Context: an optimization exercise on an open-source flow, tuned for a short achievable clock period and few clock cycles. The choices shown serve that exercise and are no tape-out recipe.
RTL that was checked went through simulation tests only; none was proved equivalent to the original.
For run 1, only the layout was checked, not whether the RTL still works.

==> flow/design.v <==
`timescale 1ns/100ps
module Sayeh (
  clk,
  ReadMem, WriteMem, ReadIO, WriteIO,
  Addressbus,
  ExternalReset, MemDataready, Databus_in, Databus_out
);
input clk;
output ReadMem;
output WriteMem;
output ReadIO;
output WriteIO;
input [15: 0] Databus_in;
output [15: 0] Databus_out;
output [15: 0] Addressbus;
input ExternalReset;
input MemDataready;
wire rst = ExternalReset;
reg b_rm, b_wm, b_ri, b_wi;
reg [15:0] b_addr, b_dout;
assign ReadMem = b_rm;
assign WriteMem = b_wm;
assign ReadIO = b_ri;
assign WriteIO = b_wi;
assign Addressbus = b_addr;
assign Databus_out = b_dout;
reg [15:0] rf [0:63];
reg [15:0] win0, win1, win2, win3;
reg [5:0] wp;
reg cf, zf;
reg halted;
reg pw_v, pv_v;                  
reg [5:0] pw_a, pv_a;
reg [15:0] pw_d, pv_d;
reg [15:0] fa;                   
reg inf;                         
reg q0v, q1v;
reg [15:0] q0w, q1w, q0a, q1a;
reg xv;                          
reg xup;                         
reg xlo;                         
reg xpair;                       
reg xfirst;                      
reg xph2;                        
reg [7:0] xi;                    
reg [7:0] ximm;                  
reg [15:0] xpc;                  
reg [3:0] stale;                 
reg bar;                         
reg rl_pend;                     
reg [5:0] ld0, ld1, ld2, ld3;    
function [15:0] wsel;
  input [1:0] n;
  input [15:0] w0, w1, w2, w3;
  begin
    case (n)
      2'd0: wsel = w0;
      2'd1: wsel = w1;
      2'd2: wsel = w2;
      default: wsel = w3;
    endcase
  end
endfunction
function up_ok;
  input [7:0] u;
  begin
    up_ok = (u[7:4] != 4'h0 && u[7:4] != 4'hF) || (u == 8'h00) ||
            (u >= 8'h02 && u <= 8'h06);
  end
endfunction
function lo_ok;
  input [7:0] l;
  begin
    lo_ok = (l[7:4] != 4'h0 && l[7:4] != 4'hF) || (l >= 8'h01 && l <= 8'h06);
  end
endfunction
function pairable;
  input [7:0] u, l;
  reg [3:0] uo, lo;
  reg uok, lok, uw, lrd, lrs, ubus, lbus, lrc, uwc;
  begin
    uo = u[7:4]; lo = l[7:4];
    uok = (u == 8'h00) || (u >= 8'h02 && u <= 8'h05) || (uo == 4'h1) || (uo == 4'h3) ||
          (uo >= 4'h6 && uo <= 4'hE);
    lok = (l >= 8'h02 && l <= 8'h05) || (lo == 4'h1) || (lo == 4'h3) || (lo == 4'h5) ||
          (lo >= 4'h6 && lo <= 4'hE);
    uw = (uo == 4'h1) || (uo >= 4'h6 && uo <= 4'hD);
    lrd = (lo == 4'h3) || (lo == 4'h5) || (lo == 4'h6) || (lo == 4'h7) ||
          (lo >= 4'hB && lo <= 4'hE);
    lrs = (lo != 4'h0);
    ubus = (uo == 4'h3) || (uo == 4'h5);
    lbus = (lo == 4'h3) || (lo == 4'h5);
    lrc = (lo == 4'hB) || (lo == 4'hC);
    uwc = (uo == 4'hB) || (uo == 4'hC) || (uo == 4'hE);
    pairable = uok && lok && !(ubus && lbus) &&
               !(uw && ((lrd && l[3:2] == u[3:2]) || (lrs && l[1:0] == u[3:2]))) &&
               !(lrc && uwc);
  end
endfunction
function [31:0] csa_mul;
  input [7:0] a, b;
  reg [15:0] r0, r1, r2, r3, r4, r5, r6, r7;
  reg [15:0] s1, c1, s2, c2, s3, c3, s4, c4, s5, c5, s6, c6;
  begin
    r0 = b[0] ? {8'd0, a}       : 16'd0;
    r1 = b[1] ? {7'd0, a, 1'b0} : 16'd0;
    r2 = b[2] ? {6'd0, a, 2'b0} : 16'd0;
    r3 = b[3] ? {5'd0, a, 3'b0} : 16'd0;
    r4 = b[4] ? {4'd0, a, 4'b0} : 16'd0;
    r5 = b[5] ? {3'd0, a, 5'b0} : 16'd0;
    r6 = b[6] ? {2'd0, a, 6'b0} : 16'd0;
    r7 = b[7] ? {1'd0, a, 7'b0} : 16'd0;
    s1 = r0 ^ r1 ^ r2; c1 = ((r0 & r1) | (r0 & r2) | (r1 & r2)) << 1;
    s2 = r3 ^ r4 ^ r5; c2 = ((r3 & r4) | (r3 & r5) | (r4 & r5)) << 1;
    s3 = s1 ^ c1 ^ s2; c3 = ((s1 & c1) | (s1 & s2) | (c1 & s2)) << 1;
    s4 = c2 ^ r6 ^ r7; c4 = ((c2 & r6) | (c2 & r7) | (r6 & r7)) << 1;
    s5 = s3 ^ c3 ^ s4; c5 = ((s3 & c3) | (s3 & s4) | (c3 & s4)) << 1;
    s6 = s5 ^ c5 ^ c4; c6 = ((s5 & c5) | (s5 & c4) | (c5 & c4)) << 1;
    csa_mul = {s6, c6};
  end
endfunction
reg [31:0] p00, p01, p02, p03, p11, p12, p13, p22, p23, p33;
always @(posedge clk) begin
  p00 <= csa_mul(win0[7:0], win0[7:0]);
  p01 <= csa_mul(win0[7:0], win1[7:0]);
  p02 <= csa_mul(win0[7:0], win2[7:0]);
  p03 <= csa_mul(win0[7:0], win3[7:0]);
  p11 <= csa_mul(win1[7:0], win1[7:0]);
  p12 <= csa_mul(win1[7:0], win2[7:0]);
  p13 <= csa_mul(win1[7:0], win3[7:0]);
  p22 <= csa_mul(win2[7:0], win2[7:0]);
  p23 <= csa_mul(win2[7:0], win3[7:0]);
  p33 <= csa_mul(win3[7:0], win3[7:0]);
end
function [31:0] psel;
  input [3:0] rr;
  begin
    case (rr)
      4'b0000: psel = p00;
      4'b0001, 4'b0100: psel = p01;
      4'b0010, 4'b1000: psel = p02;
      4'b0011, 4'b1100: psel = p03;
      4'b0101: psel = p11;
      4'b0110, 4'b1001: psel = p12;
      4'b0111, 4'b1101: psel = p13;
      4'b1010: psel = p22;
      4'b1011, 4'b1110: psel = p23;
      default: psel = p33;
    endcase
  end
endfunction
function [20:0] alu;
  input [7:0] op;
  input [15:0] a, b;
  input cin;
  input [31:0] pp;
  reg [16:0] s;
  reg [15:0] r;
  reg wr, wc, c, wz, z;
  begin
    wr = 1'b0; wc = 1'b0; c = 1'b0; wz = 1'b0; z = 1'b0; r = 16'd0;
    case (op[7:4])
      4'h0: begin
        case (op[3:0])
          4'h2: begin wz = 1'b1; z = 1'b1; end
          4'h3: begin wz = 1'b1; z = 1'b0; end
          4'h4: begin wc = 1'b1; c = 1'b1; end
          4'h5: begin wc = 1'b1; c = 1'b0; end
          default: ;
        endcase
      end
      4'h1: begin wr = 1'b1; r = b; end
      4'h4: begin wc = 1'b1; wz = 1'b1; z = 1'b1; end      
      4'h6: begin wr = 1'b1; r = a & b; end
      4'h7: begin wr = 1'b1; r = a | b; end
      4'h8: begin wr = 1'b1; r = ~b; end
      4'h9: begin wr = 1'b1; r = {b[14:0], b[0]}; end
      4'hA: begin wr = 1'b1; r = {b[15], b[15:1]}; end
      4'hB: begin wr = 1'b1; s = {1'b0, a} + {1'b0, b} + {16'd0, cin}; r = s[15:0]; c = s[16]; end
      4'hC: begin wr = 1'b1; s = {1'b0, a} - {1'b0, b} - {16'd0, cin}; r = s[15:0]; c = s[16]; end
      4'hD: begin wr = 1'b1; r = pp[31:16] + pp[15:0]; end
      4'hE: begin wc = 1'b1; wz = 1'b1; c = (a > b); z = (a == b) | (a == 16'd0); end
      default: ;
    endcase
    if (wr) begin
      wc = 1'b1; wz = 1'b1; z = (r == 16'd0);
    end
    alu = {wr, r, wc, c, wz, z};
  end
endfunction
wire [3:0] xop = xi[7:4];
wire [1:0] xrd = xi[3:2];
wire [1:0] xrs = xi[1:0];
wire x_ctl = (xop == 4'h0);
wire d_hlt = x_ctl & (xi[3:0] == 4'h1);
wire d_cwp = x_ctl & (xi[3:0] == 4'h6);
wire d_jpr = xup & x_ctl & (xi[3:0] == 4'h7);
wire d_brz = xup & x_ctl & (xi[3:0] == 4'h8);
wire d_brc = xup & x_ctl & (xi[3:0] == 4'h9);
wire d_awp = xup & x_ctl & (xi[3:0] == 4'hA);
wire d_lda = (xop == 4'h2);
wire d_sta = (xop == 4'h3);
wire d_inp = (xop == 4'h4);
wire d_oup = (xop == 4'h5);
wire d_mul = (xop == 4'hD);
wire d_f   = xup & (xop == 4'hF);
wire d_mil = d_f & (xi[1:0] == 2'b00);
wire d_mih = d_f & (xi[1:0] == 2'b01);
wire d_spc = d_f & (xi[1:0] == 2'b10);
wire d_jpa = d_f & (xi[1:0] == 2'b11);
wire lv = xup & xpair;           
wire [1:0] lrd = ximm[3:2];
wire [1:0] lrs = ximm[1:0];
wire l_sta = (ximm[7:4] == 4'h3);
wire l_oup = (ximm[7:4] == 4'h5);
wire l_mul = (ximm[7:4] == 4'hD);
wire mstall = (d_mul & (stale[xrd] | stale[xrs])) |
              (lv & l_mul & (stale[lrd] | stale[lrs]));
wire run = xv & ~halted & ~mstall & ~bar;
wire [15:0] A = wsel(xrd, win0, win1, win2, win3);
wire [15:0] B = wsel(xrs, win0, win1, win2, win3);
wire [15:0] LA = wsel(lrd, win0, win1, win2, win3);
wire [15:0] LB = wsel(lrs, win0, win1, win2, win3);
wire u_setc = x_ctl & (xi[3:0] == 4'h4);
wire u_clrc = (x_ctl & (xi[3:0] == 4'h5)) | (xop == 4'h1) | (xop >= 4'h6 && xop <= 4'hA) | d_mul;
wire l_cin = u_setc | (~u_clrc & cf);
wire [20:0] au = alu(xi, A, B, cf, psel({xrd, xrs}));
wire [20:0] al = alu(ximm, LA, LB, l_cin, psel({lrd, lrs}));
wire [15:0] pc_imm = xpc + {8'd0, ximm};
wire [15:0] rd_imm = A + {8'd0, ximm};
wire u_wr = au[20] | d_mil | d_mih | d_spc;
wire [15:0] u_res = d_mil ? {A[15:8], ximm} :
                    d_mih ? {ximm, A[7:0]} :
                    d_spc ? pc_imm : au[19:4];
wire u_wc = au[3] | d_mil | d_mih;
wire u_c  = au[2] & ~(d_mil | d_mih);
wire u_wz = au[1] | d_mil | d_mih;
wire u_z  = (d_mil | d_mih) ? (ximm == 8'd0) : au[0];
wire inph1 = (d_lda | d_inp) & ~xph2;                 
wire wr_u = run & ((u_wr & ~d_lda & ~d_inp) | ((d_lda | d_inp) & xph2));
wire [15:0] wd_u = ((d_lda | d_inp) & xph2) ? Databus_in : u_res;
wire wr_l = run & lv & al[20];
wire [15:0] wd_l = al[19:4];
wire taken = run & (d_jpr | (d_brz & zf) | (d_brc & cf) | d_jpa);
wire [15:0] target = d_jpa ? rd_imm : pc_imm;
wire u_bus = inph1 | d_sta | d_oup;
wire iss = run & (u_bus | (lv & (l_sta | l_oup)));
wire [15:0] iss_addr = u_bus ? ((d_lda | d_inp) ? B : A) : LA;
wire [15:0] iss_data = u_bus ? B : LB;
wire [15:0] st_addr = d_sta ? A : LA;
wire st = run & (d_sta | (lv & l_sta));
wire smc = st & ((q0v & (q0a == st_addr)) | (q1v & (q1a == st_addr)) | (inf & (b_addr == st_addr)));
wire bar_set = run & ((d_oup & (A == 16'hFFFF)) | (lv & l_oup & (LA == 16'hFFFF)));
wire x_adv = run & ~inph1 & ~d_hlt;
wire to_lo = x_adv & xup & xlo;
wire need = ~xv | (x_adv & ~to_lo);
wire arr = inf;                          
wire [15:0] nw = q0v ? q0w : Databus_in;
wire [15:0] na = q0v ? q0a : b_addr;
wire nwv = q0v | arr;
wire n_lo = lo_ok(nw[7:0]);
wire n_skip = (nw[15:8] == 8'h00) & n_lo;           
wire n_has = up_ok(nw[15:8]) & n_lo & ~n_skip;
wire n_pair = n_has & pairable(nw[15:8], nw[7:0]);
wire flush = taken | smc;
wire pop = need & q0v;
wire direct = need & ~q0v;               
wire push = arr & ~direct;
wire [1:0] qcnt = {1'b0, q0v} + {1'b0, q1v};
wire fetch = ~halted & ~(run & d_hlt) & ({1'b0, qcnt} + {2'b0, inf} < 3'd2);
wire reload = rl_pend | (run & (d_awp | d_cwp));
wire wp_upd = reload & ~(rst & ~rl_pend);
wire [5:0] wp_next = reload ? ld0 : wp;
always @(posedge clk) begin
  if (pop & q1v) begin
    q0w <= q1w; q0a <= q1a;
  end else if (pop | ~q0v) begin
    q0w <= Databus_in; q0a <= b_addr;
  end
  if (q0v & ~(pop ^ q1v)) begin
    q1w <= Databus_in; q1a <= b_addr;
  end
  if (rst || flush) begin
    q0v <= 1'b0;
    q1v <= 1'b0;
  end else begin
    case ({pop, push})
      2'b10: begin q0v <= q1v; q1v <= 1'b0; end
      2'b01: begin q0v <= 1'b1; q1v <= q0v; end
      2'b11: begin q0v <= 1'b1; q1v <= q1v; end
      default: ;
    endcase
  end
  if (to_lo) begin
    xup <= 1'b0;
    xlo <= 1'b0;
    xfirst <= 1'b0;
    xi <= ximm;
  end else if (need) begin
    xup <= ~n_skip;
    xlo <= n_has & ~n_pair;
    xpair <= n_pair;
    xfirst <= 1'b1;
    xi <= n_skip ? nw[7:0] : nw[15:8];
    ximm <= nw[7:0];
    xpc <= na;
  end else if (run) begin
    xfirst <= 1'b0;
  end
  xph2 <= ~rst & run & inph1;
  if (rst | to_lo | (need & (n_skip | (nw[15:8] != 8'h0A)))) begin
    ld0 <= 6'd0; ld1 <= 6'd1; ld2 <= 6'd2; ld3 <= 6'd3;
  end else if (need) begin
    ld0 <= wp_next + nw[5:0];
    ld1 <= wp_next + nw[5:0] + 6'd1;
    ld2 <= wp_next + nw[5:0] + 6'd2;
    ld3 <= wp_next + nw[5:0] + 6'd3;
  end
  if (rst || taken) xv <= 1'b0;
  else if (need) xv <= nwv & ~smc;
  if (rst) bar <= 1'b0;
  else if (bar_set) bar <= 1'b1;
  else if (b_rm & MemDataready) bar <= 1'b0;
  if (rst) halted <= 1'b0;
  else if (run & d_hlt) halted <= 1'b1;
  b_addr <= taken ? target : iss ? iss_addr : fa;
  b_dout <= iss_data;
  if (rst) begin
    b_rm <= 1'b0; b_wm <= 1'b0; b_ri <= 1'b0; b_wi <= 1'b0;
    inf <= 1'b0;
  end else begin
    b_rm <= taken | (run & d_lda & ~xph2) | (~iss & (fetch | bar));
    b_wm <= run & (d_sta | (lv & l_sta));
    b_ri <= run & d_inp & ~xph2;
    b_wi <= run & (d_oup | (lv & l_oup));
    inf <= taken | (~iss & fetch);
  end
  if (rst) fa <= 16'd0;
  else if (taken) fa <= target + 16'd1;
  else if (smc) fa <= xpc + 16'd1;
  else if (~iss & fetch) fa <= fa + 16'd1;
end
always @(posedge clk) begin
  if (rst) cf <= 1'b0;
  else if (run) begin
    if (lv & al[3]) cf <= al[2];
    else if (u_wc & ~xph2) cf <= u_c;
    if (lv & al[1]) zf <= al[0];
    else if (u_wz & ~xph2) zf <= u_z;
  end
end
function [15:0] rf_eff;
  input [5:0] i;
  begin
    rf_eff = (pv_v && pv_a == i) ? pv_d : (pw_v && pw_a == i) ? pw_d : rf[i];
  end
endfunction
always @(posedge clk) begin
  if (pw_v) rf[pw_a] <= pw_d;
  if (pv_v) rf[pv_a] <= pv_d;
  pw_v <= ~rst & wr_u;
  pw_a <= wp + {4'd0, xrd};
  pw_d <= wd_u;
  pv_v <= ~rst & wr_l;
  pv_a <= wp + {4'd0, lrd};
  pv_d <= wd_l;
  rl_pend <= rst;
  stale[0] <= wp_upd | (~rst & ((wr_u & (xrd == 2'd0)) | (wr_l & (lrd == 2'd0))));
  stale[1] <= wp_upd | (~rst & ((wr_u & (xrd == 2'd1)) | (wr_l & (lrd == 2'd1))));
  stale[2] <= wp_upd | (~rst & ((wr_u & (xrd == 2'd2)) | (wr_l & (lrd == 2'd2))));
  stale[3] <= wp_upd | (~rst & ((wr_u & (xrd == 2'd3)) | (wr_l & (lrd == 2'd3))));
  if (wp_upd) begin
    wp <= ld0;
    win0 <= rf_eff(ld0);
    win1 <= rf_eff(ld1);
    win2 <= rf_eff(ld2);
    win3 <= rf_eff(ld3);
  end else if (~rst) begin
    if (wr_l & (lrd == 2'd0)) win0 <= wd_l; else if (wr_u & (xrd == 2'd0)) win0 <= wd_u;
    if (wr_l & (lrd == 2'd1)) win1 <= wd_l; else if (wr_u & (xrd == 2'd1)) win1 <= wd_u;
    if (wr_l & (lrd == 2'd2)) win2 <= wd_l; else if (wr_u & (xrd == 2'd2)) win2 <= wd_u;
    if (wr_l & (lrd == 2'd3)) win3 <= wd_l; else if (wr_u & (xrd == 2'd3)) win3 <= wd_u;
  end
end
endmodule
==> flow/flow/run.sh <==
#!/bin/bash
set -euo pipefail
export SETUP_SLACK_MARGIN=9.0
bash standard.sh > standard_flow.log 2>&1
==> flow/standard.sh <==
#!/bin/bash
# synth_recipe.tcl (not shown) runs the flow's synth.tcl, then flattens the netlist and writes it again
# the make line also repeats each setting of config.mk as NAME=value (left out here)
make -C /OpenROAD-flow-scripts/flow DESIGN_CONFIG=/design/flow/config.mk WORK_HOME=/design/flow/orfs CLKGATE_MAP_FILE= SYNTH_SCRIPT=/design/flow/synth_recipe.tcl "${@:-finish}"
==> flow/config.mk <==
export PLATFORM = sky130hd
export DESIGN_NAME = Sayeh
export DESIGN_NICKNAME = Sayeh
export VERILOG_FILES = /design/flow/design.v
export SDC_FILE = /design/flow/constraint.sdc
export NUM_CORES = 4
export LEC_CHECK = 0
export ABC_CLOCK_PERIOD_IN_PS = 3000
export CAP_MARGIN = 20
export CORE_MARGIN = 2
export CORE_UTILIZATION = 40
export SLEW_MARGIN = 20
==> flow/constraint.sdc <==
create_clock -name core_clock -period 13.0 [get_ports {clk}]
set_input_delay 2.6000 -clock core_clock [delete_from_list [all_inputs] [get_ports {clk}]]
set_output_delay 2.6000 -clock core_clock [all_outputs]
set_load 0.01 [all_outputs]
==> results of run 1 <==
==> per-stage QoR <==
stage | instances | utilization [%] | worst slack (ns) | hold slack, ns
finish | 14230 | 47.7 | 7.80 | 0.512
CTS | 14046 | 46.8 | 8.00 | 0.481
detailed placement | 13258 | 42.1 | 6.48 | 0.462
global route | 14203 | 47.7 | 7.80 | 0.527
global placement | 13255 | 42.0 | 6.23 | 0.461
floorplan | 9730 | - | 8.36 | 0.441
==> cell families (layout without fill, tap and decap cells) <==
group,count (synthesis),in the layout,synth area share (%)
compound gates,1230,1230,6.56
fa+ha+maj,709,709,9.10
buf+inv,1545,1848,4.68
other cells,0,31,0
mux,2659,2659,36.2
simple gates,1760,1766,6.99
xor+xnor,222,222,1.54
flops,1605,1605,34.9
==> routing by layer <==
layer / wire [um] / GRT usage (%)
met1: 199000 / 43.0
met2: 254000 / 53.4
met3: 83200 / 13.8
met4: 56300 / 27.1
met5: 522 / 0.461
==> layout make-up <==
type | instances | area (um2)
Fill cell | 27069 | 164000
Multi-Input combinational cell | 6586 | 80800
Sequential cell | 1605 | 44200
Timing Repair Buffer | 935 | 10800
Clock buffer | 247 | 5310
Tap cell | 4160 | 5200
Inverter | 551 | 2190
Clock inverter | 114 | 1290
Antenna cell | 31 | 77.6
Timing Repair inverter | 1 | 8.76
==> synth_stat cells (31+ instances only) <==
library cell	count	share of area, %
inv_1	548	1.6
mux2_2	1092	9.8
mux2i_1	156	1.2
a222oi_1	83	0.66
nand2_1	494	1.5
or3_1	34	0.17
o22ai_1	54	0.27
nor2b_1	43	0.21
nand4_1	46	0.23
a21oi_1	302	1.2
nor3_1	62	0.25
mux4_2	1408	25
ha_1	361	3.6
nor4_1	38	0.19
and2_1	364	1.8
a31oi_1	31	0.15
o211ai_1	62	0.37
o21ai_0	249	0.99
a211oi_1	70	0.42
xnor2_1	162	1.1
buf_1	147	0.44
nor2_1	392	1.2
fa_1	347	5.5
a221oi_1	43	0.30
clkbuf_1	810	2.4
and3_1	34	0.17
xor2_1	60	0.42
nand3_1	122	0.48
a22oi_1	85	0.51
edfxtp_1	1192	28
dfxtp_1	413	6.6
==> state kept, by name, summed over array words and instances (netlist names), 26 cells and up, named ones only <==
| name | flops |
|---|---|
| p01 | 26 |
| p02 | 26 |
| p03 | 26 |
| p12 | 26 |
| p13 | 26 |
| p23 | 26 |
| rf | 1024 |
==> repair_timing <==
item / in CTS / in global routing
setup endpoints to repair: 425 / 290
resized for setup: 880 / 297
hold endpoints to repair: 0 / 0
pin swaps: 145 / 124
setup buffers: 359 / 139
hold buffers: 0 / 0
cloned: 68 / 8
==> worst max-delay path by stage <==
stage	start	to	slack, ns
after global placement	xi[0]	win2[4]	6.23
after global routing	xi[3]	win2[14]	7.80
final	xi[3]	win2[14]	7.80
after detailed placement	xi[3]	q1w[12]	6.48
after CTS	xi[3]	win0[13]	8.00
after floorplan	xi[2]	win0[13]	8.36
==> worst reg2reg max path, delay by kind of cell, from the launching register on <==
kind	cells	cell delay, ns
flip-flops	1	0.56
multiplexers	1	0.26
AND/OR/NAND/NOR	3	0.40
AO/OA/AOI/OAI	13	2.65
buffers and inverters	4	0.70
XOR/XNOR	1	0.13
adder cells (fa/ha/maj)	1	0.29
==> run_results.csv, run 1 <==
group,metric,value,unit
setup_path,rr_startpoint,"xi[3]",
timing,fmax,192,MHz
job,drv_cap,0,
hold_path,min_to,"fa[14]",
timing,hold_viol_final,0,
floorplan,die_area,320000,um2
clock_tree,clkTransAtPathRegs,0.06,ns
setup_path,rrSetupSlack,7.80,ns
placed_design,place_area,132000,um2
floorplan,ioPinCount,55,
timing,tightest_slew,1.22,ns
detailed_routing,wirelength,593,mm
synthesis,synth_warnings,1,
floorplan,initial_core_util,40.1,%
detailed_routing,ant_nets,0,
global_routing,grt_max_degree,69,
timing,tns,0,ns
synthesis,netlist_area,126000,um2
synthesis,syn_nets,10457,
clock_tree,cts_tree,"yes",
setup_path,critical_path_class,"reg -> reg",
setup_path,cp_max_fo,7,
placed_design,dp_hpwl,365,mm
synthesis,ys_seq_area_share,34.9,%
detailed_routing,drcViolationCount,0,
clock_tree,cts_buffers,197,
setup_path,crit_family,"compound AO/OA/AOI/OAI gates",
detailed_routing,avgViaCountPerCell,7.10,
setup_path,path_cells,"buf_12, nor2b_4, a22o_4, buf_12, a222oi_1, nand3_1, a211o_1, o21a_1, ha_1, a21o_1, a21oi_4, o21ai_2, a2111o_1, a31o_2, a21oi_2, xnor2_1, nand2_1, o211ai_1, a211oi_2, buf_4, buf_6, mux2_4, a21oi_2",
hold_path,hold_path_depth,2,
placed_design,io_buffers,54,
floorplan,row_count,206,
global_routing,globalRoute.totalOverflow,0,
setup_path,required,13.70,ns
timing,fin_crit,5.20,ns
setup_path,rr_worst_depth,23,
synthesis,synthFlopType,"edfxtp_1",
clock_tree,root_buffer,"clkbuf_16",
setup_path,rr_endpoint,"win2[14]",
synthesis,ys_ff_latch,1605,
layout,layout_common_cells,"1408 x mux4_2, 1192 x edfxtp_1, 1083 x mux2_2",
floorplan,die_y,565,um
hold_path,hold_start,"fa[14]",
global_routing,grt_pass1_vias,96933,
synthesis,synthArstFlopShare,0,%
timing,rsz0062_at_grt,"true",
setup_path,path_buf_inv,4,
clock_tree,cts_sinks,1605,
detailed_routing,vias,100994,
global_routing,grt_antenna_before_repair,60,
setup_path,slowest_stage,"edfxtp_1",
global_routing,grt_usage,36.2,%
floorplan,core_area,314000,um2
timing,min_period_over_period,40.0,%
setup_path,crit_cells,23,
clock_tree,clk_path_buf_depth,4,
floorplan,die_w,565,um
setup_path,max_stage_delay,0.56,ns
synthesis,synth_edf_count,1192,
setup_path,end_kind,"register",
timing,skew,0.127,ns
setup_path,worstPathArrival,5.91,ns
detailed_routing,firstDrtPassIters,11,
placed_design,gp_congestion,1.04,
layout,drive_gt1_share,44.6,%
global_routing,grt_pass1_wl,802,mm
layout,final_common_cell,"mux4_2",
detailed_routing,drtIter0Drc,16903,
synthesis,postSynthCellCount,9730,
synthesis,yosys.cell_types.count,100,
timing,maxSlewHeadroom,18.7,%
synthesis,syn_avg_cell_area,13.0,um2
timing,setup_violations,0,
clock_tree,htree_levels,4,
layout,layout.nets,10604,
hold_path,min_path_type,"reg -> reg",
status,status,"timing/DRC/antenna clean",
detailed_routing,wl_per_cell,41.7,um
layout,design_area,150000,um2
timing,drv_slew,0,
clock_tree,clock_latency,0.95,ns
layout,syn_to_final_growth,18.9,%
setup_path,start_kind,"register",
==> run 2, diff against run 1 <==
--- a/flow/design.v
+++ b/flow/design.v
@@ -33,15 +33,18 @@
 reg [5:0] pw_a, pv_a;
 reg [15:0] pw_d, pv_d;
 reg [15:0] fa;                   
+reg fa_lazy;                     
 reg inf;                         
-reg q0v, q1v;
-reg [15:0] q0w, q1w, q0a, q1a;
+reg [1:0] qn;                    
+reg qh;                          
+reg [15:0] qw0, qw1, qa0, qa1;   
 reg xv;                          
 reg xup;                         
 reg xlo;                         
 reg xpair;                       
 reg xfirst;                      
 reg xph2;                        
+reg xpre;                        
 reg [7:0] xi;                    
 reg [7:0] ximm;                  
 reg [15:0] xpc;                  
@@ -149,16 +152,30 @@
     endcase
   end
 endfunction
+function zsum;
+  input [15:0] x, y;
+  input c;
+  reg [15:0] p, k;
+  begin
+    p = x ^ y;
+    k = x | y;
+    zsum = (p[0] == c) && (p[15:1] == k[14:0]);
+  end
+endfunction
 function [20:0] alu;
   input [7:0] op;
+  input up, ph2;
   input [15:0] a, b;
   input cin;
   input [31:0] pp;
+  input [7:0] imm;
+  input [15:0] pcimm;
+  input [15:0] din;
   reg [16:0] s;
   reg [15:0] r;
   reg wr, wc, c, wz, z;
   begin
-    wr = 1'b0; wc = 1'b0; c = 1'b0; wz = 1'b0; z = 1'b0; r = 16'd0;
+    wr = 1'b0; wc = 1'b0; c = 1'b0; wz = 1'b0; z = 1'b0; r = 16'd0; s = 17'd0;
     case (op[7:4])
       4'h0: begin
         case (op[3:0])
@@ -169,22 +186,39 @@
           default: ;
         endcase
       end
-      4'h1: begin wr = 1'b1; r = b; end
-      4'h4: begin wc = 1'b1; wz = 1'b1; z = 1'b1; end      
-      4'h6: begin wr = 1'b1; r = a & b; end
-      4'h7: begin wr = 1'b1; r = a | b; end
-      4'h8: begin wr = 1'b1; r = ~b; end
-      4'h9: begin wr = 1'b1; r = {b[14:0], b[0]}; end
-      4'hA: begin wr = 1'b1; r = {b[15], b[15:1]}; end
-      4'hB: begin wr = 1'b1; s = {1'b0, a} + {1'b0, b} + {16'd0, cin}; r = s[15:0]; c = s[16]; end
-      4'hC: begin wr = 1'b1; s = {1'b0, a} - {1'b0, b} - {16'd0, cin}; r = s[15:0]; c = s[16]; end
-      4'hD: begin wr = 1'b1; r = pp[31:16] + pp[15:0]; end
+      4'h1: begin wr = 1'b1; r = b; wc = 1'b1; wz = 1'b1; z = (b == 16'd0); end
+      4'h2: begin wr = ph2; r = din; end
+      4'h4: begin wr = ph2; r = din; wc = ph2; wz = ph2; z = 1'b1; end
+      4'h6: begin wr = 1'b1; r = a & b; wc = 1'b1; wz = 1'b1; z = ((a & b) == 16'd0); end
+      4'h7: begin wr = 1'b1; r = a | b; wc = 1'b1; wz = 1'b1; z = ((a | b) == 16'd0); end
+      4'h8: begin wr = 1'b1; r = ~b; wc = 1'b1; wz = 1'b1; z = (b == 16'hFFFF); end
+      4'h9: begin wr = 1'b1; r = {b[14:0], b[0]}; wc = 1'b1; wz = 1'b1; z = (b[14:0] == 15'd0); end
+      4'hA: begin wr = 1'b1; r = {b[15], b[15:1]}; wc = 1'b1; wz = 1'b1; z = (b[15:1] == 15'd0); end
+      4'hB: begin
+        wr = 1'b1; s = {1'b0, a} + {1'b0, b} + {16'd0, cin}; r = s[15:0];
+        wc = 1'b1; c = s[16]; wz = 1'b1; z = zsum(a, b, cin);
+      end
+      4'hC: begin
+        wr = 1'b1; s = {1'b0, a} - {1'b0, b} - {16'd0, cin}; r = s[15:0];
+        wc = 1'b1; c = s[16]; wz = 1'b1; z = zsum(a, ~b, ~cin);
+      end
+      4'hD: begin
+        wr = 1'b1; r = pp[31:16] + pp[15:0];
+        wc = 1'b1; wz = 1'b1; z = (a[7:0] == 8'd0) | (b[7:0] == 8'd0);
+      end
       4'hE: begin wc = 1'b1; wz = 1'b1; c = (a > b); z = (a == b) | (a == 16'd0); end
+      4'hF: begin
+        if (up) begin
+          case (op[1:0])
+            2'b00: begin wr = 1'b1; r = {a[15:8], imm}; wc = 1'b1; wz = 1'b1; z = (imm == 8'd0); end
+            2'b01: begin wr = 1'b1; r = {imm, a[7:0]}; wc = 1'b1; wz = 1'b1; z = (imm == 8'd0); end
+            2'b10: begin wr = 1'b1; r = pcimm; end
+            default: ;
+          endcase
+        end
+      end
       default: ;
     endcase
-    if (wr) begin
-      wc = 1'b1; wz = 1'b1; z = (r == 16'd0);
-    end
     alu = {wr, r, wc, c, wz, z};
   end
 endfunction
@@ -224,37 +258,65 @@
 wire u_setc = x_ctl & (xi[3:0] == 4'h4);
 wire u_clrc = (x_ctl & (xi[3:0] == 4'h5)) | (xop == 4'h1) | (xop >= 4'h6 && xop <= 4'hA) | d_mul;
 wire l_cin = u_setc | (~u_clrc & cf);
-wire [20:0] au = alu(xi, A, B, cf, psel({xrd, xrs}));
-wire [20:0] al = alu(ximm, LA, LB, l_cin, psel({lrd, lrs}));
-wire [15:0] pc_imm = xpc + {8'd0, ximm};
-wire [15:0] rd_imm = A + {8'd0, ximm};
-wire u_wr = au[20] | d_mil | d_mih | d_spc;
-wire [15:0] u_res = d_mil ? {A[15:8], ximm} :
-                    d_mih ? {ximm, A[7:0]} :
-                    d_spc ? pc_imm : au[19:4];
-wire u_wc = au[3] | d_mil | d_mih;
-wire u_c  = au[2] & ~(d_mil | d_mih);
-wire u_wz = au[1] | d_mil | d_mih;
-wire u_z  = (d_mil | d_mih) ? (ximm == 8'd0) : au[0];
+function [15:0] addcs;
+  input [15:0] base;
+  input [7:0] hi1;
+  input [7:0] imm;
+  input c;
+  reg [8:0] lo;
+  begin
+    lo = {1'b0, base[7:0]} + {1'b0, imm} + {8'd0, c};
+    addcs = {lo[8] ? hi1 : base[15:8], lo[7:0]};
+  end
+endfunction
+function [7:0] wsel8;
+  input [1:0] n;
+  input [7:0] w0, w1, w2, w3;
+  begin
+    case (n)
+      2'd0: wsel8 = w0;
+      2'd1: wsel8 = w1;
+      2'd2: wsel8 = w2;
+      default: wsel8 = w3;
+    endcase
+  end
+endfunction
+wire [7:0] w0_hi1 = win0[15:8] + 8'd1;
+wire [7:0] w1_hi1 = win1[15:8] + 8'd1;
+wire [7:0] w2_hi1 = win2[15:8] + 8'd1;
+wire [7:0] w3_hi1 = win3[15:8] + 8'd1;
+wire [7:0] xpc_hi1 = xpc[15:8] + 8'd1;
+wire [15:0] pc_imm = addcs(xpc, xpc_hi1, ximm, 1'b0);
+wire [15:0] t_base = d_jpa ? A : xpc;
+wire [7:0] t_hi1 = d_jpa ? wsel8(xrd, w0_hi1, w1_hi1, w2_hi1, w3_hi1) : xpc_hi1;
+wire [15:0] target = addcs(t_base, t_hi1, ximm, 1'b0);
+wire [20:0] au = alu(xi, xup, xph2, A, B, cf, psel({xrd, xrs}), ximm, pc_imm, Databus_in);
+wire [20:0] al = alu(ximm, 1'b0, 1'b0, LA, LB, l_cin, psel({lrd, lrs}), 8'd0, 16'd0, 16'd0);
+wire u_wc = au[3];
+wire u_c  = au[2];
+wire u_wz = au[1];
+wire u_z  = au[0];
 wire inph1 = (d_lda | d_inp) & ~xph2;                 
-wire wr_u = run & ((u_wr & ~d_lda & ~d_inp) | ((d_lda | d_inp) & xph2));
-wire [15:0] wd_u = ((d_lda | d_inp) & xph2) ? Databus_in : u_res;
+wire wr_u = run & au[20];
+wire [15:0] wd_u = au[19:4];
 wire wr_l = run & lv & al[20];
 wire [15:0] wd_l = al[19:4];
-wire taken = run & (d_jpr | (d_brz & zf) | (d_brc & cf) | d_jpa);
-wire [15:0] target = d_jpa ? rd_imm : pc_imm;
+wire taken = run & ~xpre & (d_jpr | (d_brz & zf) | (d_brc & cf) | d_jpa);
 wire u_bus = inph1 | d_sta | d_oup;
 wire iss = run & (u_bus | (lv & (l_sta | l_oup)));
 wire [15:0] iss_addr = u_bus ? ((d_lda | d_inp) ? B : A) : LA;
 wire [15:0] iss_data = u_bus ? B : LB;
 wire [15:0] st_addr = d_sta ? A : LA;
 wire st = run & (d_sta | (lv & l_sta));
-wire smc = st & ((q0v & (q0a == st_addr)) | (q1v & (q1a == st_addr)) | (inf & (b_addr == st_addr)));
+wire smc = st & (((qn != 2'd0) & (qa0 == st_addr)) | ((qn != 2'd0) & (qa1 == st_addr)) | (inf & (b_addr == st_addr)));
 wire bar_set = run & ((d_oup & (A == 16'hFFFF)) | (lv & l_oup & (LA == 16'hFFFF)));
 wire x_adv = run & ~inph1 & ~d_hlt;
 wire to_lo = x_adv & xup & xlo;
 wire need = ~xv | (x_adv & ~to_lo);
 wire arr = inf;                          
+wire q0v = (qn != 2'd0);
+wire [15:0] q0w = qh ? qw1 : qw0;
+wire [15:0] q0a = qh ? qa1 : qa0;
 wire [15:0] nw = q0v ? q0w : Databus_in;
 wire [15:0] na = q0v ? q0a : b_addr;
 wire nwv = q0v | arr;
@@ -266,37 +328,59 @@
 wire pop = need & q0v;
 wire direct = need & ~q0v;               
 wire push = arr & ~direct;
-wire [1:0] qcnt = {1'b0, q0v} + {1'b0, q1v};
+wire [1:0] qcnt = qn;
 wire fetch = ~halted & ~(run & d_hlt) & ({1'b0, qcnt} + {2'b0, inf} < 3'd2);
+wire u_wr_dec = (xop == 4'h1) | (xop >= 4'h6 && xop <= 4'hD) | d_mil | d_mih | d_spc |
+                ((d_lda | d_inp) & xph2);
+wire l_wr_dec = lv & ((ximm[7:4] == 4'h1) | (ximm[7:4] >= 4'h6 && ximm[7:4] <= 4'hD));
+wire x_wp = rl_pend | (xv & (d_awp | d_cwp));
+wire [3:0] xw_may;
+assign xw_may[0] = x_wp | (xv & ((u_wr_dec & (xrd == 2'd0)) | (l_wr_dec & (lrd == 2'd0))));
+assign xw_may[1] = x_wp | (xv & ((u_wr_dec & (xrd == 2'd1)) | (l_wr_dec & (lrd == 2'd1))));
+assign xw_may[2] = x_wp | (xv & ((u_wr_dec & (xrd == 2'd2)) | (l_wr_dec & (lrd == 2'd2))));
+assign xw_may[3] = x_wp | (xv & ((u_wr_dec & (xrd == 2'd3)) | (l_wr_dec & (lrd == 2'd3))));
+wire xwz = xv & (u_wz | (lv & al[1]));
+wire xwc = xv & (u_wc | (lv & al[3]));
+wire nxt_v = to_lo | (need & nwv);
+wire [7:0] nb = to_lo ? ximm : nw[15:8];
+wire ok_e = nxt_v & ~flush & ~bar_set & ~bar & ~halted & ~iss;
+wire nb_ld = (nb[7:4] == 4'h2);
+wire nb_in = (nb[7:4] == 4'h4);
+wire e_ld = ok_e & (nb_ld | nb_in) & ~xw_may[nb[1:0]];
+wire [15:0] e_ld_addr = wsel(nb[1:0], win0, win1, win2, win3);
+wire nw_jpa = (nw[15:12] == 4'hF) & (nw[9:8] == 2'b11);
+wire [7:0] nwu = nw[15:8];
+wire e_br = ok_e & ~to_lo & ((nwu == 8'h07) | ((nwu == 8'h08) & ~xwz & zf) |
+                             ((nwu == 8'h09) & ~xwc & cf) | (nw_jpa & ~xw_may[nw[11:10]]));
+wire [7:0] na_hi1 = q0v ? (q0a[15:8] + 8'd1) : (b_addr[15:8] + 8'd1);
+wire [15:0] j_base = wsel(nw[11:10], win0, win1, win2, win3);
+wire [7:0] j_hi1 = wsel8(nw[11:10], w0_hi1, w1_hi1, w2_hi1, w3_hi1);
+wire [15:0] e_t0 = addcs(win0, w0_hi1, nw[7:0], 1'b0);
+wire [15:0] e_t1 = addcs(win1, w1_hi1, nw[7:0], 1'b0);
+wire [15:0] e_t2 = addcs(win2, w2_hi1, nw[7:0], 1'b0);
+wire [15:0] e_t3 = addcs(win3, w3_hi1, nw[7:0], 1'b0);
+wire [15:0] e_tj = wsel(nw[11:10], e_t0, e_t1, e_t2, e_t3);
+wire [15:0] e_target = nw_jpa ? e_tj : addcs(na, na_hi1, nw[7:0], 1'b0);
+wire [15:0] fa_eff = fa_lazy ? b_addr + 16'd1 : fa;
 wire reload = rl_pend | (run & (d_awp | d_cwp));
 wire wp_upd = reload & ~(rst & ~rl_pend);
 wire [5:0] wp_next = reload ? ld0 : wp;
 always @(posedge clk) begin
-  if (pop & q1v) begin
-    q0w <= q1w; q0a <= q1a;
-  end else if (pop | ~q0v) begin
-    q0w <= Databus_in; q0a <= b_addr;
-  end
-  if (q0v & ~(pop ^ q1v)) begin
-    q1w <= Databus_in; q1a <= b_addr;
-  end
-  if (rst || flush) begin
-    q0v <= 1'b0;
-    q1v <= 1'b0;
+  if (arr & (qh ^ qn[0]) == 1'b0) begin qw0 <= Databus_in; qa0 <= b_addr; end
+  if (arr & (qh ^ qn[0]) == 1'b1) begin qw1 <= Databus_in; qa1 <= b_addr; end
+  if (rst || flush || e_br) begin
+    qn <= 2'd0;
   end else begin
-    case ({pop, push})
-      2'b10: begin q0v <= q1v; q1v <= 1'b0; end
-      2'b01: begin q0v <= 1'b1; q1v <= q0v; end
-      2'b11: begin q0v <= 1'b1; q1v <= q1v; end
-      default: ;
-    endcase
+    qn <= qn + {1'b0, push} - {1'b0, pop};
   end
+  if (pop) qh <= ~qh;
   if (to_lo) begin
     xup <= 1'b0;
     xlo <= 1'b0;
     xfirst <= 1'b0;
     xi <= ximm;
   end else if (need) begin
+    xpre <= e_br;
     xup <= ~n_skip;
     xlo <= n_has & ~n_pair;
     xpair <= n_pair;
@@ -307,7 +391,7 @@
   end else if (run) begin
     xfirst <= 1'b0;
   end
-  xph2 <= ~rst & run & inph1;
+  xph2 <= ~rst & ((run & inph1) | e_ld);
   if (rst | to_lo | (need & (n_skip | (nw[15:8] != 8'h0A)))) begin
     ld0 <= 6'd0; ld1 <= 6'd1; ld2 <= 6'd2; ld3 <= 6'd3;
   end else if (need) begin
@@ -323,30 +407,37 @@
   else if (b_rm & MemDataready) bar <= 1'b0;
   if (rst) halted <= 1'b0;
   else if (run & d_hlt) halted <= 1'b1;
-  b_addr <= taken ? target : iss ? iss_addr : fa;
+  b_addr <= taken ? target : iss ? iss_addr : e_br ? e_target : e_ld ? e_ld_addr : fa_eff;
   b_dout <= iss_data;
   if (rst) begin
     b_rm <= 1'b0; b_wm <= 1'b0; b_ri <= 1'b0; b_wi <= 1'b0;
     inf <= 1'b0;
   end else begin
-    b_rm <= taken | (run & d_lda & ~xph2) | (~iss & (fetch | bar));
+    b_rm <= taken | (run & d_lda & ~xph2) | e_br | (e_ld & nb_ld) | (~iss & ~e_ld & (fetch | bar));
     b_wm <= run & (d_sta | (lv & l_sta));
-    b_ri <= run & d_inp & ~xph2;
+    b_ri <= (run & d_inp & ~xph2) | (e_ld & nb_in);
     b_wi <= run & (d_oup | (lv & l_oup));
-    inf <= taken | (~iss & fetch);
+    inf <= taken | e_br | (~iss & ~e_ld & fetch);
+  end
+  if (rst) begin
+    fa <= 16'd0; fa_lazy <= 1'b0;
+  end else if (taken | e_br) begin
+    fa_lazy <= 1'b1;
+  end else if (smc) begin
+    fa <= xpc + 16'd1; fa_lazy <= 1'b0;
+  end else if (~iss & ~e_ld & fetch) begin
+    fa_lazy <= 1'b1;
+  end else begin
+    fa <= fa_eff; fa_lazy <= 1'b0;
   end
-  if (rst) fa <= 16'd0;
-  else if (taken) fa <= target + 16'd1;
-  else if (smc) fa <= xpc + 16'd1;
-  else if (~iss & fetch) fa <= fa + 16'd1;
 end
 always @(posedge clk) begin
   if (rst) cf <= 1'b0;
   else if (run) begin
     if (lv & al[3]) cf <= al[2];
-    else if (u_wc & ~xph2) cf <= u_c;
+    else if (u_wc) cf <= u_c;
     if (lv & al[1]) zf <= al[0];
-    else if (u_wz & ~xph2) zf <= u_z;
+    else if (u_wz) zf <= u_z;
   end
 end
 function [15:0] rf_eff;
==> flow/config.mk (replaced) <==
export PLATFORM = sky130hd
export DESIGN_NAME = Sayeh
export DESIGN_NICKNAME = Sayeh
export VERILOG_FILES = /design/flow/design.v
export SDC_FILE = /design/flow/constraint.sdc
export NUM_CORES = 4
export LEC_CHECK = 0
export ABC_CLOCK_PERIOD_IN_PS = 1000
export CAP_MARGIN = 30
export CORE_MARGIN = 2
export CORE_UTILIZATION = 40
export SLEW_MARGIN = 30
==> run 2 against run 1 <==
Sequential share of layout area decreased by 0.98 points. Core utilization fell by 0.16 points. Highest routed layer unchanged.
==> run_results.csv, run 2 <==
group,metric,value,unit
timing,hold_viol_final,0,
layout,syn_to_final_growth,18.6,%
synthesis,yosysTopAreaCell,"edfxtp_1",
layout,final_common_cell,"mux4_2",
layout,design_area,155000,um2
timing,fin_crit,4.99,ns
clock_tree,ctsHoldBuffers,0,
layout,largest_register_ffs,1024,
floorplan,core_area,327000,um2
synthesis,ys_seq_area_share,33.7,%
clock_tree,cts_buffers,189,
layout,layout_common_cells,"1417 x mux4_2, 1194 x edfxtp_1, 1012 x mux2_2",
detailed_routing,drcViolationCount,0,
synthesis,syn_avg_cell_area,12.6,um2
detailed_routing,ant_nets,0,
floorplan,row_count,210,
floorplan,initial_core_util,40.1,%
clock_tree,clkTransAtPathRegs,0.06,ns
setup_path,rr_endpoint,"win1[14]",
detailed_routing,vias,107067,
floorplan,ioPinCount,55,
hold_path,min_to,"fa[2]",
clock_tree,cts_tree,"yes",
placed_design,place_area,137000,um2
global_routing,grt_max_degree,104,
synthesis,ys_ff_latch,1608,
setup_path,required,13.78,ns
synthesis,synthFlopType,"edfxtp_1",
placed_design,io_buffers,54,
placed_design,dp_hpwl,379,mm
global_routing,grt_pass1_vias,102566,
timing,maxSlewHeadroom,25.5,%
job,drv_cap,0,
timing,min_period_over_period,38.4,%
floorplan,die_y,576,um
global_routing,grt_pass1_wl,832,mm
clock_tree,root_buffer,"clkbuf_16",
synthesis,synthArstFlopShare,0,%
layout,fin_util,47.6,%
global_routing,grt_antenna_before_repair,84,
detailed_routing,wl_per_cell,40.8,um
global_routing,grt_usage,35.8,%
detailed_routing,drtIter0Drc,18810,
setup_path,rr_startpoint,"win1[14]",
setup_path,critical_path_class,"in -> reg",
synthesis,syn_nets,11182,
setup_path,start_kind,"input port",
synthesis,postSynthCellCount,10401,
floorplan,die_w,576,um
hold_path,hold_path_depth,1,
synthesis,synth.area.top_cells,"edfxtp_1 27%, mux4_2 24%, mux2_2 8.8%, dfxtp_1 6.3%, fa_1 5.4%",
hold_path,hold_start,"fa[2]",
synthesis,netlist_area,131000,um2
synthesis,yosys.cell_types.count,96,
setup_path,rr_worst_depth,11,
timing,fmax,200,MHz
setup_path,cp_max_fo,5,
clock_tree,htree_levels,4,
floorplan,die_area,332000,um2
synthesis,netlist_top_cells_count,"1417 x mux4_2, 1194 x edfxtp_1, 1021 x mux2_2",
setup_path,worstPathArrival,5.77,ns
timing,tightest_slew,1.11,ns
layout,fillCellCount,28185,
layout,drive_gt1_share,43.0,%
detailed_routing,avgViaCountPerCell,7.14,
setup_path,end_kind,"register",
global_routing,globalRoute.totalOverflow,0,
clock_tree,clock_latency,0.97,ns
synthesis,yosys.cell_count.top_type,"mux4_2",
detailed_routing,firstDrtPassIters,9,
placed_design,gp_congestion,1.04,
synthesis,synth_warnings,1,
hold_path,min_path_type,"reg -> reg",
setup_path,rrSetupSlack,8.04,ns
synthesis,synth_edf_count,1194,
placed_design,dp.cells,14057,
timing,tns,0,ns
timing,setup_violations,0,
detailed_routing,wirelength,611,mm
clock_tree,clk_path_buf_depth,4,
status,status,"timing/DRC/antenna clean",
layout,layoutNonFillerInstCount,14996,
timing,skew,0.0999,ns
timing,rsz0062_at_grt,"true",
layout,largest-register,"rf",
synthesis,yosys.area.top_type_share,27.4,%
clock_tree,cts_sinks,1608,
layout,layout.nets,11242,
timing,drv_slew,0,
run 2: changes by cell type after synthesis, moves of 38 or more:
cell / previous run / this run
mux2_2: 1092 / 1021
a222oi_1: 83 / 32
a211oi_1: 70 / 113
a221oi_1: 43 / 88
xor2_1: 60 / 179
nor2_1: 392 / 460
clkbuf_1: 810 / 865
a41oi_1: 5 / 43
ha_1: 361 / 408
xnor2_1: 162 / 249
mux2i_1: 156 / 239
nand4_1: 46 / 90
a22o_1: 9 / 75
run 2: through the flow:
stage / hold WS [ns] / worst slack [ns]
final: 0.480 / 8.01
after global routing: 0.493 / 7.98
after CTS: 0.479 / 8.10
after detailed placement: 0.461 / 5.93
after global placement: 0.457 / 5.86
after floorplan: 0.375 / 7.58
run 2: worst max-delay path by stage:
stage / slack [ns] / endpoint / start
2_1_floorplan: 7.58 / b_addr[12] / Databus_in[1]
3_3_place_gp: 5.86 / b_addr[10] / Databus_in[1]
3_5_place_dp: 5.93 / b_addr[10] / Databus_in[1]
4_1_cts: 8.10 / b_addr[14] / Databus_in[1]
5_1_grt: 7.98 / b_addr[12] / Databus_in[1]
6_report: 8.01 / b_addr[14] / Databus_in[2]
run 2: critical path, cell delays in order:
cell and delay, ns:
buf_2 0.14, a21oi_4 0.29, clkinvlp_4 0.17, buf_8 0.17, ha_4 0.24, a211oi_2 0.30, o21bai_2 0.13, a2111o_1 0.52
buf_6 0.18, nand3_2 0.06, xor2_1 0.16, o22ai_1 0.12, a211o_1 0.25, a21oi_2 0.20, a221o_1 0.17, a21oi_1 0.04
run 2: layout make-up:
type	instances	area [um2]	area share, %
multi-input cells	7193	86300	55.6
flip-flops and latches	1608	44300	28.5
repair buffers	931	10600	6.83
well taps	4346	5440	3.50
clock buffers	225	5070	3.27
inverters	536	2110	1.36
clock inverters	118	1390	0.892
diodes	37	92.6	0.0596
repair inverters	2	11.3	0.00725
run 2: metal layers:
metal  GRT usage (%)  part of all wire, %
met3            16.0                   16
met5            1.06                 0.12
met4            22.9                  8.1
met2            50.0                   41
met1            44.6                   35
run 2: repair_timing:
item                                   in CTS  in global routing
pin swaps                                 255                248
endpoints found under the hold margin       0                  0
gates resized for setup                  1077                341
setup buffers                             369                122
cloned                                     53                 11
setup endpoints to repair                 374                249
run 2: kinds of logic (layout without fill, tap and decap cells):
logic type	after synthesis	after routing	share of synthesized area, %
AO/OA/AOI/OAI	1418	1423	7.29
multiplexers	2678	2678	35.0
adder cells (fa/ha/maj)	763	763	9.31
flip-flops	1608	1608	33.7
buffers and inverters	1608	1812	4.70
XOR/XNOR	428	428	2.86
other	0	37	0
AND/OR/NAND/NOR	1898	1901	7.16
Testbench counts of run 2, summed over its fixed seeds: cycles 24,360.

## re-timing with driven ports
The flow's constraints put no driver on any port. The routed layouts listed below were extracted and timed again, unchanged, in two steps.
Step 1: set_driving_cell puts a clkbuf_16 on clk and a buf_2 on each other input, an assumption about the parent block.
Step 2, shift: input delay + t, output delay - t, t = (earliest + latest rising clock arrival at the registers) / 2. This alone moves slack from input paths to output paths.
a / b / c = no drivers / after step 1 / after step 2; a / b = the first two.
run	t, ns	setup slack, ns	hold WS [ns]	worst setup path after step 2	cell pins on the clock port's net
run 1	0.990	7.795 / 7.795 / 7.715	0.512 / 0.512 / 0.512	input to register	1
run 2	1.034	8.009 / 8.037 / 7.056	0.480 / 0.480 / 0.480	input to register	1
After both steps every run listed still meets setup and hold. For run 2, which loses most, drivers alone change the setup slack by +0.028 ns; drivers and shift together by -0.953 ns.
